Context: an optimization exercise on an open-source flow, tuned for small area, a short achievable clock period and few clock cycles per item. The choices shown serve that exercise and are no tape-out recipe. Where RTL was checked, it was by simulation tests only, not by an equivalence proof against the original. The RTL of run 1 was laid out without a check of its function. Power figures rest on the tool's default switching activity, not on a simulated workload.

==> flow/design.v (outline; a module is shown in full before it is edited, if it fits) <==
// module mul: 1958 lines
// module csa_fa: 4 lines
// module csa_ha: 4 lines
// module nonzero64: 3 lines
// module nonzero32: 3 lines
// module ysyx_mulunit: 21 lines
module ysyx_mulunit (
    input          clk,
    input          rst_n,
    input          mul_valid,
    input  [63:0]  alu_src1,
    input  [63:0]  alu_src2,
    input  [3:0]   mul_expand_signed,
    output [129:0] mul_res,
    output         sh_fnsh_flag
);
  // ...
==> flow/flow/run.sh <==
#!/bin/bash
# Layout flow: the standard layout (standard.sh, which also runs the
# standard synthesis) with these settings changed:
#  - the port buffers start as buf_2 instead of the buffer the resizer picks;
#  - sizing may swap a cell for one of another footprint;
#  - clock tree synthesis inserts no dummy loads.
# make's output goes to make.log; each step's tool output is in orfs/logs/.
set -euo pipefail
bash standard.sh MATCH_CELL_FOOTPRINT=0 \
    "BUFFER_PORTS_ARGS=-buffer_cell sky130_fd_sc_hd__buf_2" \
    "CTS_ARGS=-sink_clustering_enable -repair_clock_nets -dont_use_dummy_load" \
    finish > make.log 2>&1
==> flow/standard.sh <==
#!/bin/bash
# synth_recipe.tcl (not shown) runs the flow's synth.tcl, then flattens the netlist and writes it again
# the make line also repeats each setting of config.mk as NAME=value (left out here)
make -C /OpenROAD-flow-scripts/flow DESIGN_CONFIG=/design/flow/config.mk WORK_HOME=/design/flow/orfs CLKGATE_MAP_FILE= SYNTH_SCRIPT=/design/flow/synth_recipe.tcl "${@:-finish}"
==> flow/config.mk <==
export PLATFORM = sky130hd
export DESIGN_NAME = ysyx_mulunit
export DESIGN_NICKNAME = ysyx_mulunit
export VERILOG_FILES = /design/flow/design.v
export SDC_FILE = /design/flow/constraint.sdc
export NUM_CORES = 8
export LEC_CHECK = 0
export CAP_MARGIN = 20
export CORE_MARGIN = 2
export CORE_UTILIZATION = 50
export SETUP_SLACK_MARGIN = 4.5
export SLEW_MARGIN = 20
export SYNTH_HIERARCHICAL = 1
==> flow/constraint.sdc <==
create_clock -name core_clock -period 8.0 [get_ports {clk}]
set_input_delay 1.6000 -clock core_clock [delete_from_list [all_inputs] [get_ports {clk}]]
set_output_delay 1.6000 -clock core_clock [all_outputs]
set_load 0.01 [all_outputs]
==> impl_metrics.tcl, run 1 <==
set metrics [dict create \
    place_hpwl_mm 80.9 \
    power_leader "combinational cells" \
    nWellTaps 756 \
    vias 26300 \
    die_w_um 243 \
    yosys_warnings 7 \
    outcome "no timing/DRC/antenna violations" \
    finalSetupViolations 0 \
    grt_pass1_wl_mm 163 \
    initial_utilization_pct 50.6 \
    synth_cell_types 82 \
    r2r_start "u_mul.C[33]$_SDFF_PN0_" \
    via_per_inst 6.55 \
    critical_path_arrival_ps 3860 \
    dp_cells 3945 \
    grt_pass1_vias 25800 \
    area_delta_synth_final_pct 11.3 \
    layout_common_cells "xnor2_1 (338), dfxtp_1 (283), a22oi_1 (276)" \
    p_comb_mw 4.73 \
    cp.depth 14 \
    drt_iter0_drc 3045 \
    grt.overflow.total 0 \
    clk-power_mw 1.53 \
    synthMuxAreaShare_pct 3.13 \
    end_kind "flip-flop" \
    layout-drive-gt1-share_pct 14.6 \
]
==> inputs of run 2 (changes only) <==
--- a/flow/design.v
+++ b/flow/design.v
@@ -109,22 +109,17 @@
 wire sb32_3_5 = sb32_1_5 | sb32_2_3;
 wire sb32_3_6 = sb32_2_6 | sb32_2_3;
 wire sb32_3_7 = sb32_2_7 | sb32_2_3;
 wire sb32_4_8 = cb32_0 | sb32_3_7;
 wire [NC-1:0] tb32 = {cb32_8, sb32_1_1, sb32_2_2, sb32_2_3, sb32_3_4, sb32_3_5, sb32_3_6, sb32_3_7, sb32_4_8};
 wire sw64 = |(tb64 & ~ta64);
 wire sw32 = |(tb32 & ~ta32);
 wire swap = e0 ? sw64 : e123 & sw32;
-wire nza64, nzb64, nza32, nzb32;
-nonzero64 nz_a64 (.x(alu_src1), .y(nza64));
-nonzero64 nz_b64 (.x(alu_src2), .y(nzb64));
-nonzero32 nz_a32 (.x(alu_src1[31:0]), .y(nza32));
-nonzero32 nz_b32 (.x(alu_src2[31:0]), .y(nzb32));
-wire nz = e0 ? nza64 & nzb64 : e123 & nza32 & nzb32;
+wire nz = e0 ? ta64[0] & tb64[0] : e123 & ta32[0] & tb32[0];
 wire [NC-1:0] ha = e0 ? ta64 & ~(ta64 >> 1) : e123 ? ta32 & ~(ta32 >> 1) : {NC{1'b0}};
 wire [NC-1:0] hb = e0 ? tb64 & ~(tb64 >> 1) : e123 ? tb32 & ~(tb32 >> 1) : {NC{1'b0}};
 function [K:0] chunk;
     input [63:0] x;
     input integer g;
     integer j;
     begin
         for (j = 0; j <= K; j = j + 1)
@@ -1959,22 +1954,16 @@
 module csa_fa (input a, input b, input c, output s, output co);
 assign s  = a ^ b ^ c;
 assign co = (a & b) | (a & c) | (b & c);
 endmodule
 module csa_ha (input a, input b, output s, output co);
 assign s  = a ^ b;
 assign co = a & b;
 endmodule
-module nonzero64 (input [63:0] x, output y);
-assign y = |x;
-endmodule
-module nonzero32 (input [31:0] x, output y);
-assign y = |x;
-endmodule
 module ysyx_mulunit (
     input          clk,
     input          rst_n,
     input          mul_valid,
     input  [63:0]  alu_src1,
     input  [63:0]  alu_src2,
     input  [3:0]   mul_expand_signed,
     output [129:0] mul_res,
==> flow/flow/run.sh (replaced) <==
#!/bin/bash
# Layout flow: the standard layout (standard.sh, which also runs the
# standard synthesis) with these settings changed:
#  - the port buffers start as buf_1 instead of the buffer the resizer picks;
#  - sizing may swap a cell for one of another footprint;
#  - clock tree synthesis inserts no dummy loads.
# make's output goes to make.log; each step's tool output is in orfs/logs/.
set -euo pipefail
bash standard.sh MATCH_CELL_FOOTPRINT=0 \
    "BUFFER_PORTS_ARGS=-buffer_cell sky130_fd_sc_hd__buf_1" \
    "CTS_ARGS=-sink_clustering_enable -repair_clock_nets -dont_use_dummy_load" \
    finish > make.log 2>&1
==> run 2 against run 1 <==
  * Combinational power is about 40% higher
  * Count of clock-buffer cells in the layout stayed put
  * Die area is 0.18% lower
  * Worst setup slack worse by 13 ps
  * Largest cell class unchanged
  * Maximum frequency is 0.39% lower
==> impl_metrics.tcl, run 2 <==
set metrics [dict create \
    synthTopCellsByArea "dfxtp_1 (22%), fa_1 (18%), xnor2_1 (11%), a22oi_1 (7.6%), ha_1 (4.7%)" \
    internal_power_mw 5.43 \
    nNetsFinal 3746 \
    r2r_start "u_mul.q[3]$_DFF_P_" \
    finalCritPeriodShare_pct 42.9 \
    grt_util_all_layers_pct 34.8 \
    worstHoldStart "u_mul.cnt[1]$_DFF_P_" \
    switching_share_pct 47.9 \
    rows 87 \
    design.core.area_um2 56400 \
    route.detailed.drc 0 \
    critPathMaxFanout 4 \
    clkTransAtPathRegs_ps 60 \
    layout-drive-gt1-share_pct 6.94 \
    synth_flop_cell "dfxtp_1" \
    layout_common_cells "xnor2_1 (352), a22oi_1 (289), dfxtp_1 (284)" \
    p_seq_share_pct 22.0 \
    pwr-share-comb_pct 63.6 \
    place.gp.congestion 1.05 \
    cts_sinks 316 \
    die_height_um 243 \
    initial_utilization_pct 50.5 \
    n_antenna_cell 0 \
    critPathLaunch "alu_src1[25]" \
    end_kind "flip-flop" \
    yosys_warnings 7 \
    final-hold-violation-count 0 \
    fillerInstances 5245 \
    final_common_cell "xnor2_1" \
    finalSetupViolations 0 \
    critical_path_arrival_ps 3850 \
    cts_tree "built" \
    grt_pass1_vias 25200 \
    p_clk_share_pct 14.4 \
    htreeDepth 2 \
    drtAntennaViolNets 0 \
    power_density_nw_per_um2 334 \
    clk_latency_ps 560 \
    via_per_inst 6.36 \
    ios 266 \
    synthesis.area_um2 28500 \
    post_drt_wl_per_cell_um 26.4 \
    maxCapViolations 0 \
    regMostFlops "u_mul.P" \
    critPathKind "in -> reg" \
    io_buffers 263 \
    place_hpwl_mm 79.2 \
    rsz0062_at_grt "no" \
    numCtsBuffers 39 \
    synth_common_cells "xnor2_1 (352), dfxtp_1 (312), a22oi_1 (290), fa_1 (262), nand2_1 (245)" \
    grt.overflow.total 0 \
    synth_edf_count 0 \
    synthArstFlopShare_pct 1.27 \
    dieArea_um2 58900 \
    fmaxAchievable_mhz 291 \
    seq_area_frac_synth_pct 22.3 \
    largest_reg_flops 128 \
    cp.required_ps 8410 \
    area_delta_synth_final_pct 9.78 \
    antenna_found_initial 1 \
    synth_cell_types 93 \
    firstDrtPassIters 6 \
    p_sw_mw 5.00 \
    hp-class "reg -> reg" \
    vdd_ir_drop_max_v 0.000228 \
    ys_seq_elements 316 \
    outcome "no timing/DRC/antenna violations" \
    drt_iter0_drc 2503 \
    clock-root-buffer "clkbuf_16" \
    worstSetupStartpointType "primary input" \
    synth_top_area_share_pct 21.9 \
    skew_ps 27.1 \
    synth_area_per_cell_um2 9.01 \
    die_w_um 243 \
    yosysMostFrequentCell "xnor2_1" \
    grt_pass1_wl_mm 158 \
    worstMarginPinSlew_ps 964 \
    finalSetupTns_ps 0 \
    post-route-min-period_ps 3430 \
    grt_max_degree 98 \
    cts_buffer_depth 3 \
    power.total_mw 10.4 \
    slew-limit-headroom_pct 35.7 \
    top_regs "u_mul.P (128), u_mul.C (75), u_mul.M (64)" \
    ctsHoldBuffers 0 \
    p_leak_nw 11.7 \
    vias 25400 \
    slew_viol_final 0 \
    yosysTopAreaCell "dfxtp_1" \
    synthCells 3160 \
    routed_wl_mm 106 \
]
==> run 2: critical path, stage by stage <==
cell and delay, ps:
buf_1 200, nor4_1 630, nand3_2 240, nor2_4 170, and3_1 220, nand2_1 80, nand2_1 70, a21oi_1 70
a311o_1 400, nor3b_1 160
==> run 2: metal layers <==
metal	wire length (um)	track usage (%)
met2	48400	55.7
met5	0	0
met4	3790	10.8
met1	44600	47.8
met3	8880	6.42
==> run 2: final timing paths <==
kind | endpoint | slack (ps) | cells past startpoint
max in group asynchronous | u_mul.busy$_DFF_PN0_ | 6910 | 1
min in group asynchronous | u_mul.sh_fnsh_flag$_DFF_PN0_ | 880 | 1
setup / recovery | u_mul.prep$_DFF_PN0_ | 4570 | 10
setup reg to reg | u_mul.P[23]$_DFF_P_ | 4570 | 7
hold / removal | u_mul.res$_DFF_PN0_ | 430 | 1
hold reg to reg | u_mul.res$_DFF_PN0_ | 430 | 1
==> run 2: cells by family (layout without fill, tap and decap cells) <==
kind of cell	count (synthesis)	after routing	share of synthesized area, %
simple gates	832	832	14.7
flops	316	316	22.3
xor+xnor	407	407	12.6
buf+inv	340	419	4.82
mux	88	88	3.19
compound gates	808	808	19.3
other cells	1	3	0.0132
fa+ha+maj	368	368	23.1
==> run 2: layout make-up <==
| type | count | area, um^2 | share of cell area, % |
|---|---|---|---|
| Timing Repair Buffer | 308 | 1490 | 4.75 |
| Clock buffer | 39 | 976 | 3.12 |
| Multi-Input combinational cell | 2506 | 21200 | 67.8 |
| Sequential cell | 316 | 6400 | 20.5 |
| Inverter | 72 | 270 | 0.864 |
| Tap cell | 756 | 946 | 3.03 |
==> run 2: timing repair <==
item / CTS / global route
pin swaps: 5 / 14
resized for setup: 49 / 88
setup buffers: 6 / 13
setup endpoints to repair: 138 / 80
cloned: 0 / 1
==> run 2: per-stage QoR <==
step / util [%] / setup slack (ps) / std cells / instance area [um^2] / hold WS, ps
floorplan: - / 4510 / 3162 / 28500 / 402
global placement: 52.4 / 3810 / 3937 / 29500 / 418
detailed placement: 52.4 / 3760 / 3937 / 29500 / 423
CTS: 54.5 / 4500 / 3982 / 30800 / 427
global route: 55.4 / 4460 / 3997 / 31300 / 435
finish: 55.4 / 4570 / 3997 / 31300 / 426
==> run 2: per-module statistics from Yosys, one instance, submodules excluded, excerpt <==
module	cells	copies in the design
mul	2894	1
csa_fa	1	254
csa_ha	1	12
==> run 2: power groups by stage <==
stage,Sequential [mW],Clock (mW),Combinational [mW]
5_1_grt,2.33,1.59,7.30
4_1_cts,2.28,1.54,6.49
3_5_place_dp,2.31,0,6.43
6_report,2.29,1.51,6.63
2_1_floorplan,2.11,0,4.57
3_3_place_gp,2.30,0,6.32
Testbench counts of run 2, summed over its fixed seeds: cycles 34,590, muls 4,800.

re-timing with driven ports:
How much do the figures lean on ideal ports? The routed layouts below were timed once more, with nothing changed but the port constraints.
Step 1, drivers: a clkbuf_16 drives clk and a buf_2 each remaining input, both assumed.
Step 2, shift: input delay + t, output delay - t, t = (earliest + latest rising clock arrival at the registers) / 2. This alone moves slack from input paths to output paths.
Three values: no drivers, after step 1, after step 2; two values: the first two.
run | t, ns | setup slack, ns | clock arrival spread, ns
run 1 | 0.623 | 4.579 / 4.579 / 4.058 | 0.035 / 0.035
run 2 | 0.605 | 4.565 / 4.574 / 4.001 | 0.028 / 0.027
After both steps setup and hold are still met in every run listed. The setup slack of run 2, which loses most, moves by +0.009 ns with the drivers and by -0.564 ns with both steps.
